Context: an optimization exercise on an open-source flow, tuned for small area, a short achievable clock period and few clock cycles per item. The choices shown serve that exercise and are no tape-out recipe.
RTL that was checked went through simulation tests only; none was proved equivalent to the original.

Setup of trial 16:
Design sha128_simple, start of the top module:
module sha128_simple (
    input  wire         CLK,
    input  wire [15:0]  DATA_IN,
    input  wire         RESET,
    input  wire         START,
    output wire         READY,
    output wire [127:0] DATA_OUT
);
    sha256 sha256_comp (
        .clk      (CLK),
        .reset    (RESET),
        .start    (START),
        .data_in  (DATA_IN),
        .ready    (READY),
        .hash_out (DATA_OUT)
    );
endmodule
For scale: roughly 3700 cells after synthesis, ~150 I/O pins.
==> module sha256, before the edit <==
module sha256 (
    input  wire         clk,
    input  wire         reset,
    input  wire         start,
    input  wire [15:0]  data_in,
    output wire         ready,
    output wire [127:0] hash_out
);
    localparam [31:0] IV0 = 32'h6a09e667, IV1 = 32'hbb67ae85, IV2 = 32'h3c6ef372, IV3 = 32'ha54ff53a;
    localparam [31:0] IV4 = 32'h510e527f, IV5 = 32'h9b05688c, IV6 = 32'h1f83d9ab, IV7 = 32'h5be0cd19;
    localparam [31:0] T1C = 32'hf377ed68, CE = 32'h98c7e2a2, H1 = 32'h90bb1e3c;
    localparam [2047:0] KB = 2048'h3e003fe01f81f0e681f03e1e1871cc9531ce2199874d8a4fe9adf85456e02dbba579810305bb20dc7697341bfc6f8602e03316d5ac532960c02a8c2e940b645fafb498a0b86bf916f61246702c5a301ae945c4d6d9f90a35783d19c585f1fa7d6afa779f64cdfc604de9a48290953ced4cc16bf9b281d9a965811281d74ac3b5e8b4caa0117652aedb638daa2581cd4f3b5769cb662cd4820a06240814825d56da7d0af6cc6a8dc6984f3146071b2e416df21318af0121eee942a62f7ea7df1638cc24d28e77b6f779f2430a7feedc5a79cc56b349187a34ea4cca1f28e05ad99db30933037c128a23a6b06ad52f7a6639f885345cdb360af16c2dd4fd08a55f;
    function [31:0] knext;
        input [5:0] i;
        integer b;
        begin
            for (b = 0; b < 32; b = b + 1)
                knext[b] = KB[64 * b + i];
        end
    endfunction
    function [31:0] rotr;
        input [31:0] x;
        input integer n;
        begin
            rotr = (x >> n) | (x << (32 - n));
        end
    endfunction
    function [31:0] s0;
        input [31:0] x;
        begin
            s0 = rotr(x, 7) ^ rotr(x, 18) ^ (x >> 3);
        end
    endfunction
    function [31:0] s1;
        input [31:0] x;
        begin
            s1 = rotr(x, 17) ^ rotr(x, 19) ^ (x >> 10);
        end
    endfunction
    function [31:0] S0;
        input [31:0] x;
        begin
            S0 = rotr(x, 2) ^ rotr(x, 13) ^ rotr(x, 22);
        end
    endfunction
    function [31:0] S1;
        input [31:0] x;
        begin
            S1 = rotr(x, 6) ^ rotr(x, 11) ^ rotr(x, 25);
        end
    endfunction
    function [63:0] csa;
        input [31:0] x, y, z;
        reg   [31:0] c;
        begin
            c = (x & y) | (x & z) | (y & z);
            csa = {c[30:0], 1'b0, x ^ y ^ z};
        end
    endfunction
    function [31:0] add32;
        input [31:0] x, y;
        reg   [31:0] g, p;
        integer i, l;
        begin
            g = x & y;
            p = x ^ y;
            for (l = 0; l < 5; l = l + 1)
                for (i = 0; i < 32; i = i + 1)
                    if (i[l]) begin
                        g[i] = g[i] | (p[i] & g[((i >> l) << l) - 1]);
                        p[i] = p[i] & p[((i >> l) << l) - 1];
                    end
            add32 = x ^ y ^ {g[30:0], 1'b0};
        end
    endfunction
    reg [31:0] a, b, c, e, f, g, h;
    reg [31:0] t1s, t1c;       
    reg [31:0] ew;             
    reg [31:0] kn;             
    reg [31:0] w [0:15];       
    reg [5:0]  t;              
    reg        busy;
    reg        z0, z1, z9, last;
    wire [31:0] w0m = z0 ? 32'd0 : w[0];              
    wire [31:0] w1m = (z1 | last) ? 32'd0 : w[1];     
    wire [31:0] w9m = z9 ? 32'd0 : w[9];              
    wire [31:0] s1e = S1(ew);
    wire [31:0] che = (ew & f) | (~ew & g);
    wire [63:0] t1 = csa(s1e, che, h);
    wire [63:0] e1 = csa(che, h, c);
    wire [63:0] e2 = csa(e1[31:0], e1[63:32], s1e);
    wire [31:0] e_new = add32(e2[31:0], e2[63:32]);
    wire [31:0] s0a = S0(a);
    wire [31:0] mja = (a & b) | (a & c) | (b & c);
    wire [63:0] a1 = csa(t1s, t1c, mja);
    wire [63:0] a2 = csa(a1[31:0], a1[63:32], s0a);
    wire [31:0] a_new = add32(a2[31:0], a2[63:32]);
    wire [63:0] p1 = csa(g, kn, w1m);
    wire [31:0] h_new = p1[31:0] + p1[63:32];
    wire [63:0] m1 = csa(w9m, w0m, s1(w[14]));
    wire [63:0] m2 = csa(m1[31:0], m1[63:32], s0(w1m));
    wire [31:0] w_new = m2[31:0] + m2[63:32];
    wire [31:0] w0  = {data_in, 16'h8000};
    wire [31:0] e_0 = CE + w0;
    wire go = start & ~busy;
    assign ready    = ~busy;
    assign hash_out = {e, f, g, h};
    integer i;
    always @(posedge clk or posedge reset) begin
        if (reset) begin
            busy <= 1'b0;
            e <= IV4; f <= IV5; g <= IV6; h <= IV7;
        end else if (go) begin
            busy <= 1'b1;
            f <= IV4; g <= IV5; h <= H1;
        end else if (busy) begin
            h <= h_new;
            if (last) begin
                busy <= 1'b0;
                e <= e_new;
                f <= ew + IV5;
                g <= f + IV6;
            end else begin
                f <= ew; g <= f;
            end
        end
    end
    always @(posedge clk) begin
        if (!busy) begin
            t <= 6'd1;
            kn <= knext(6'd1);
            z0 <= 1'b1; z1 <= 1'b1; z9 <= 1'b1; last <= 1'b0;
            a <= IV0; b <= IV1; c <= IV2;
            ew <= e_0;
            t1s <= w0; t1c <= T1C;           
            w[14] <= {16'h0000, data_in};    
            w[15] <= w0;                     
        end else begin
            t <= t + 6'd1;
            kn <= knext(t + 6'd1);
            z0 <= (t <= 6'd13); z1 <= (t <= 6'd12); z9 <= (t <= 6'd4); last <= (t == 6'd62);
            a <= a_new; b <= a; c <= b;
            ew <= e_new;
            t1s <= t1[31:0]; t1c <= t1[63:32];
            w[14] <= w[15];
            w[15] <= w_new;
        end
        for (i = 0; i < 14; i = i + 1) w[i] <= w[i + 1];
    end
endmodule
export LEC_CHECK = 0
export CAP_MARGIN = 20
export CORE_MARGIN = 2
export CORE_UTILIZATION = 40
export PLACE_DENSITY = 0.6
export SLEW_MARGIN = 20
create_clock -name core_clock -period 13.0 [get_ports {CLK}]
standard.sh (not shown) runs the stock make flow with config.mk's settings and CLKGATE_MAP_FILE= SYNTH_SCRIPT=/design/flow/synth_recipe.tcl, a recipe that flattens the netlist after the stock synthesis.
==> flow/flow/run.sh <==
#!/bin/bash
set -euo pipefail
export SYNTH_ARGS=-noabc
export BUFFER_PORTS_ARGS="-buffer_cell sky130_fd_sc_hd__buf_2"
export CTS_ARGS="-sink_clustering_enable -repair_clock_nets -dont_use_dummy_load -buf_list sky130_fd_sc_hd__clkbuf_8 -sink_clustering_size 12 -sink_clustering_max_diameter 60"
export SETUP_SLACK_MARGIN=${MARGIN:-8.7}
bash standard.sh > standard_flow.log 2>&1
Trial 16 has completed all stages; timing, DRC and antenna checks passed.
Testbench counts of trial 16, summed over its fixed seeds: cycles 16,384, hashes 256.
Input changes introduced in build 37 (baseline for comparison: trial 16):
diff --git a/flow/design.v b/flow/design.v
--- a/flow/design.v
+++ b/flow/design.v
@@ -111,18 +111,18 @@
             busy <= 1'b0;
             e <= IV4; f <= IV5; g <= IV6; h <= IV7;
         end else if (go) begin
             busy <= 1'b1;
-            f <= IV4; g <= IV5; h <= H1;
+            e <= e_0; f <= IV4; g <= IV5; h <= H1;
         end else if (busy) begin
+            e <= e_new;
             h <= h_new;
             if (last) begin
                 busy <= 1'b0;
-                e <= e_new;
-                f <= ew + IV5;
+                f <= e + IV5;
                 g <= f + IV6;
             end else begin
-                f <= ew; g <= f;
+                f <= e; g <= f;
             end
         end
     end
     always @(posedge clk) begin
Results
- In build 37, the total die area came out 0.72% below the value in trial 16.
- In the flow results for build 37 and trial 16, the final design area excluding fillers is smaller on trial 16.
- Status: share of the clock period used by the worst path parity (build 37, trial 16)
- The longest individual stage delay on the worst path on build 37 is in line with that on trial 16.
- Build 37 vs. trial 16: first-iteration detailed-routing DRC count went down, area share of buffers outside the clock network rose by 0.32 points, cell area after technology mapping dropped 290 um^2, number of flip-flops and latches in the synthesized netlist level.
- ~same achievable clock frequency in build 37 and trial 16
- Going from trial 16 to build 37, initial standard-cell utilization of the core shrinks by 0.18 points.
- Comparing build 37 and trial 16, the lower final routed wirelength across all metal layers is on trial 16.
- In build 37, the layout overhead on the synthesized area came out 1.2 points above the value in trial 16.
Testbench counts of build 37, summed over its fixed seeds: cycles 16,384, hashes 256.


Another version of the RTL of sha128_simple (not shown whole).
Size: about 3700 cells after synthesis, roughly 840 flip-flops.
==> module sha256, before the edit <==
module sha256 (
    input  wire         clk,
    input  wire         reset,
    input  wire         start,
    input  wire [15:0]  data_in,
    output wire         ready,
    output wire [127:0] hash_out
);
    localparam [31:0] IV0 = 32'h6a09e667, IV1 = 32'hbb67ae85, IV2 = 32'h3c6ef372, IV3 = 32'ha54ff53a;
    localparam [31:0] IV4 = 32'h510e527f, IV5 = 32'h9b05688c, IV6 = 32'h1f83d9ab, IV7 = 32'h5be0cd19;
    localparam [31:0] T1C = 32'hf377ed68, CE = 32'h98c7e2a2, H1 = 32'h90bb1e3c;
    localparam [2047:0] KB = 2048'h3e003fe01f81f0e681f03e1e1871cc9531ce2199874d8a4fe9adf85456e02dbba579810305bb20dc7697341bfc6f8602e03316d5ac532960c02a8c2e940b645fafb498a0b86bf916f61246702c5a301ae945c4d6d9f90a35783d19c585f1fa7d6afa779f64cdfc604de9a48290953ced4cc16bf9b281d9a965811281d74ac3b5e8b4caa0117652aedb638daa2581cd4f3b5769cb662cd4820a06240814825d56da7d0af6cc6a8dc6984f3146071b2e416df21318af0121eee942a62f7ea7df1638cc24d28e77b6f779f2430a7feedc5a79cc56b349187a34ea4cca1f28e05ad99db30933037c128a23a6b06ad52f7a6639f885345cdb360af16c2dd4fd08a55f;
    function [31:0] knext;
        input [5:0] i;
        integer b;
        begin
            for (b = 0; b < 32; b = b + 1)
                knext[b] = KB[64 * b + i];
        end
    endfunction
    function [31:0] rotr;
        input [31:0] x;
        input integer n;
        begin
            rotr = (x >> n) | (x << (32 - n));
        end
    endfunction
    function [31:0] s0;
        input [31:0] x;
        begin
            s0 = rotr(x, 7) ^ rotr(x, 18) ^ (x >> 3);
        end
    endfunction
    function [31:0] s1;
        input [31:0] x;
        begin
            s1 = rotr(x, 17) ^ rotr(x, 19) ^ (x >> 10);
        end
    endfunction
    function [31:0] S0;
        input [31:0] x;
        begin
            S0 = rotr(x, 2) ^ rotr(x, 13) ^ rotr(x, 22);
        end
    endfunction
    function [31:0] S1;
        input [31:0] x;
        begin
            S1 = rotr(x, 6) ^ rotr(x, 11) ^ rotr(x, 25);
        end
    endfunction
    function [63:0] csa;
        input [31:0] x, y, z;
        reg   [31:0] c;
        begin
            c = (x & y) | (x & z) | (y & z);
            csa = {c[30:0], 1'b0, x ^ y ^ z};
        end
    endfunction
    function [31:0] add32;
        input [31:0] x, y;
        reg   [31:0] g, p;
        integer i, l;
        begin
            g = x & y;
            p = x ^ y;
            for (l = 0; l < 5; l = l + 1)
                for (i = 0; i < 32; i = i + 1)
                    if (i[l]) begin
                        g[i] = g[i] | (p[i] & g[((i >> l) << l) - 1]);
                        p[i] = p[i] & p[((i >> l) << l) - 1];
                    end
            add32 = x ^ y ^ {g[30:0], 1'b0};
        end
    endfunction
    reg [31:0] a, b, c, e, f, g, h;
    reg [31:0] t1s, t1c;       
    reg [31:0] kn;             
    reg [31:0] w [0:15];       
    reg [5:0]  t;              
    reg        busy;
    reg        z0, z1, z9, last;
    wire [31:0] w0m = z0 ? 32'd0 : w[0];              
    wire [31:0] w1m = (z1 | last) ? 32'd0 : w[1];     
    wire [31:0] w9m = z9 ? 32'd0 : w[9];              
    wire [31:0] s1e = S1(e);
    wire [31:0] che = (e & f) | (~e & g);
    wire [63:0] t1 = csa(s1e, che, h);
    wire [63:0] e1 = csa(t1[31:0], t1[63:32], c);
    wire [31:0] e_new = add32(e1[31:0], e1[63:32]);
    wire [31:0] s0a = S0(a);
    wire [31:0] mja = (a & b) | (a & c) | (b & c);
    wire [63:0] a1 = csa(s0a, mja, t1s);
    wire [63:0] a2 = csa(a1[31:0], a1[63:32], t1c);
    wire [31:0] a_new = add32(a2[31:0], a2[63:32]);
    wire [63:0] p1 = csa(g, kn, w1m);
    wire [31:0] h_new = p1[31:0] + p1[63:32];
    wire [63:0] m1 = csa(s1(w[14]), w9m, s0(w1m));
    wire [63:0] m2 = csa(m1[31:0], m1[63:32], w0m);
    wire [31:0] w_new = m2[31:0] + m2[63:32];
    wire [31:0] w0  = {data_in, 16'h8000};
    wire [31:0] e_0 = CE + w0;
    wire go = start & ~busy;
    assign ready    = ~busy;
    assign hash_out = {e, f, g, h};
    integer i;
    always @(posedge clk or posedge reset) begin
        if (reset) begin
            busy <= 1'b0;
            e <= IV4; f <= IV5; g <= IV6; h <= IV7;
        end else if (go) begin
            busy <= 1'b1;
            e <= e_0; f <= IV4; g <= IV5; h <= H1;
        end else if (busy) begin
            e <= e_new;
            h <= h_new;
            if (last) begin
                busy <= 1'b0;
                f <= e + IV5;
                g <= f + IV6;
            end else begin
                f <= e; g <= f;
            end
        end
    end
    always @(posedge clk) begin
        if (!busy) begin
            t <= 6'd1;
            kn <= knext(6'd1);
            z0 <= 1'b1; z1 <= 1'b1; z9 <= 1'b1; last <= 1'b0;
            a <= IV0; b <= IV1; c <= IV2;
            t1s <= w0; t1c <= T1C;           
            w[14] <= {16'h0000, data_in};    
            w[15] <= w0;                     
        end else begin
            t <= t + 6'd1;
            kn <= knext(t + 6'd1);
            z0 <= (t <= 6'd13); z1 <= (t <= 6'd12); z9 <= (t <= 6'd4); last <= (t == 6'd62);
            a <= a_new; b <= a; c <= b;
            t1s <= t1[31:0]; t1c <= t1[63:32];
            w[14] <= w[15];
            w[15] <= w_new;
        end
        for (i = 0; i < 14; i = i + 1) w[i] <= w[i + 1];
    end
endmodule
Settings: LEC_CHECK=0, CAP_MARGIN=20, CORE_MARGIN=2, CORE_UTILIZATION=40, PLACE_DENSITY=0.6, SLEW_MARGIN=20; clock period 13.0 ns.
==> flow/flow/run.sh <==
#!/bin/bash
set -euo pipefail
export SYNTH_ARGS=-noabc
export BUFFER_PORTS_ARGS="-buffer_cell sky130_fd_sc_hd__buf_2"
export CTS_ARGS="-sink_clustering_enable -repair_clock_nets -dont_use_dummy_load -buf_list sky130_fd_sc_hd__clkbuf_8"
export SETUP_SLACK_MARGIN=${MARGIN:-8.5}
bash standard.sh > standard_flow.log 2>&1
Testbench counts at the start, summed over its fixed seeds: cycles 16,384, hashes 256.
Then changed:
--- a/flow/design.v
+++ b/flow/design.v
@@ -83,23 +83,24 @@
     wire [31:0] w0m = z0 ? 32'd0 : w[0];              
     wire [31:0] w1m = (z1 | last) ? 32'd0 : w[1];     
     wire [31:0] w9m = z9 ? 32'd0 : w[9];              
     wire [31:0] s1e = S1(e);
     wire [31:0] che = (e & f) | (~e & g);
     wire [63:0] t1 = csa(s1e, che, h);
-    wire [63:0] e1 = csa(t1[31:0], t1[63:32], c);
-    wire [31:0] e_new = add32(e1[31:0], e1[63:32]);
+    wire [63:0] e1 = csa(che, h, c);
+    wire [63:0] e2 = csa(e1[31:0], e1[63:32], s1e);
+    wire [31:0] e_new = add32(e2[31:0], e2[63:32]);
     wire [31:0] s0a = S0(a);
     wire [31:0] mja = (a & b) | (a & c) | (b & c);
-    wire [63:0] a1 = csa(s0a, mja, t1s);
-    wire [63:0] a2 = csa(a1[31:0], a1[63:32], t1c);
+    wire [63:0] a1 = csa(t1s, t1c, mja);
+    wire [63:0] a2 = csa(a1[31:0], a1[63:32], s0a);
     wire [31:0] a_new = add32(a2[31:0], a2[63:32]);
     wire [63:0] p1 = csa(g, kn, w1m);
     wire [31:0] h_new = p1[31:0] + p1[63:32];
-    wire [63:0] m1 = csa(s1(w[14]), w9m, s0(w1m));
-    wire [63:0] m2 = csa(m1[31:0], m1[63:32], w0m);
+    wire [63:0] m1 = csa(w9m, w0m, s1(w[14]));
+    wire [63:0] m2 = csa(m1[31:0], m1[63:32], s0(w1m));
     wire [31:0] w_new = m2[31:0] + m2[63:32];
     wire [31:0] w0  = {data_in, 16'h8000};
     wire [31:0] e_0 = CE + w0;
     wire go = start & ~busy;
     assign ready    = ~busy;
     assign hash_out = {e, f, g, h};
Effect:
- hold slack improved by 0.017 ns
- via count barely changes
- area after synthesis came out higher by 1.5%
- fmax is about the same
- first-iteration DRC count climbs by 19%
- worst setup slack hardly moves
Only the layout flow was run in the second run of this note; the RTL was not checked for function there.

static timing again, ports no longer ideal:
How much do the figures lean on ideal ports? The routed layouts below were timed once more, with nothing changed but the port constraints. Step 1, drivers: a clkbuf_16 drives CLK and a buf_2 each remaining input, both assumed. Step 2 adds t to the input delays and takes it off the output delays; t is the mean of the earliest and latest rising clock arrival at the registers after step 1. Input paths then give back, and output paths get back, about the clock's delay inside the block. a / b / c = no drivers / after step 1 / after step 2; a / b = the first two.
| run | t (ns) | setup WS [ns] | worst setup path at the end | latest minus earliest clock arrival (ns) | pins driven straight from the clock port |
|---|---|---|---|---|---|
| trial 16 | 0.766 | 8.748 / 8.678 / 8.422 | input to register | 0.092 / 0.092 | 1 |
| build 37 | 0.796 | 8.750 / 8.681 / 8.343 | input to register | 0.095 / 0.096 | 1 |
| the first run of note 2 | 0.830 | 8.539 / 8.524 / 8.281 | input to register | 0.109 / 0.108 | 1 |
| the second run of note 2 | 0.862 | 8.537 / 8.467 / 8.464 | input, reset recovery | 0.106 / 0.105 | 1 |
After both steps setup and hold are still met in every run listed. The setup slack of build 37, which loses most, moves by -0.069 ns with the drivers and by -0.407 ns with both steps. Setup slack includes reset recovery checks.
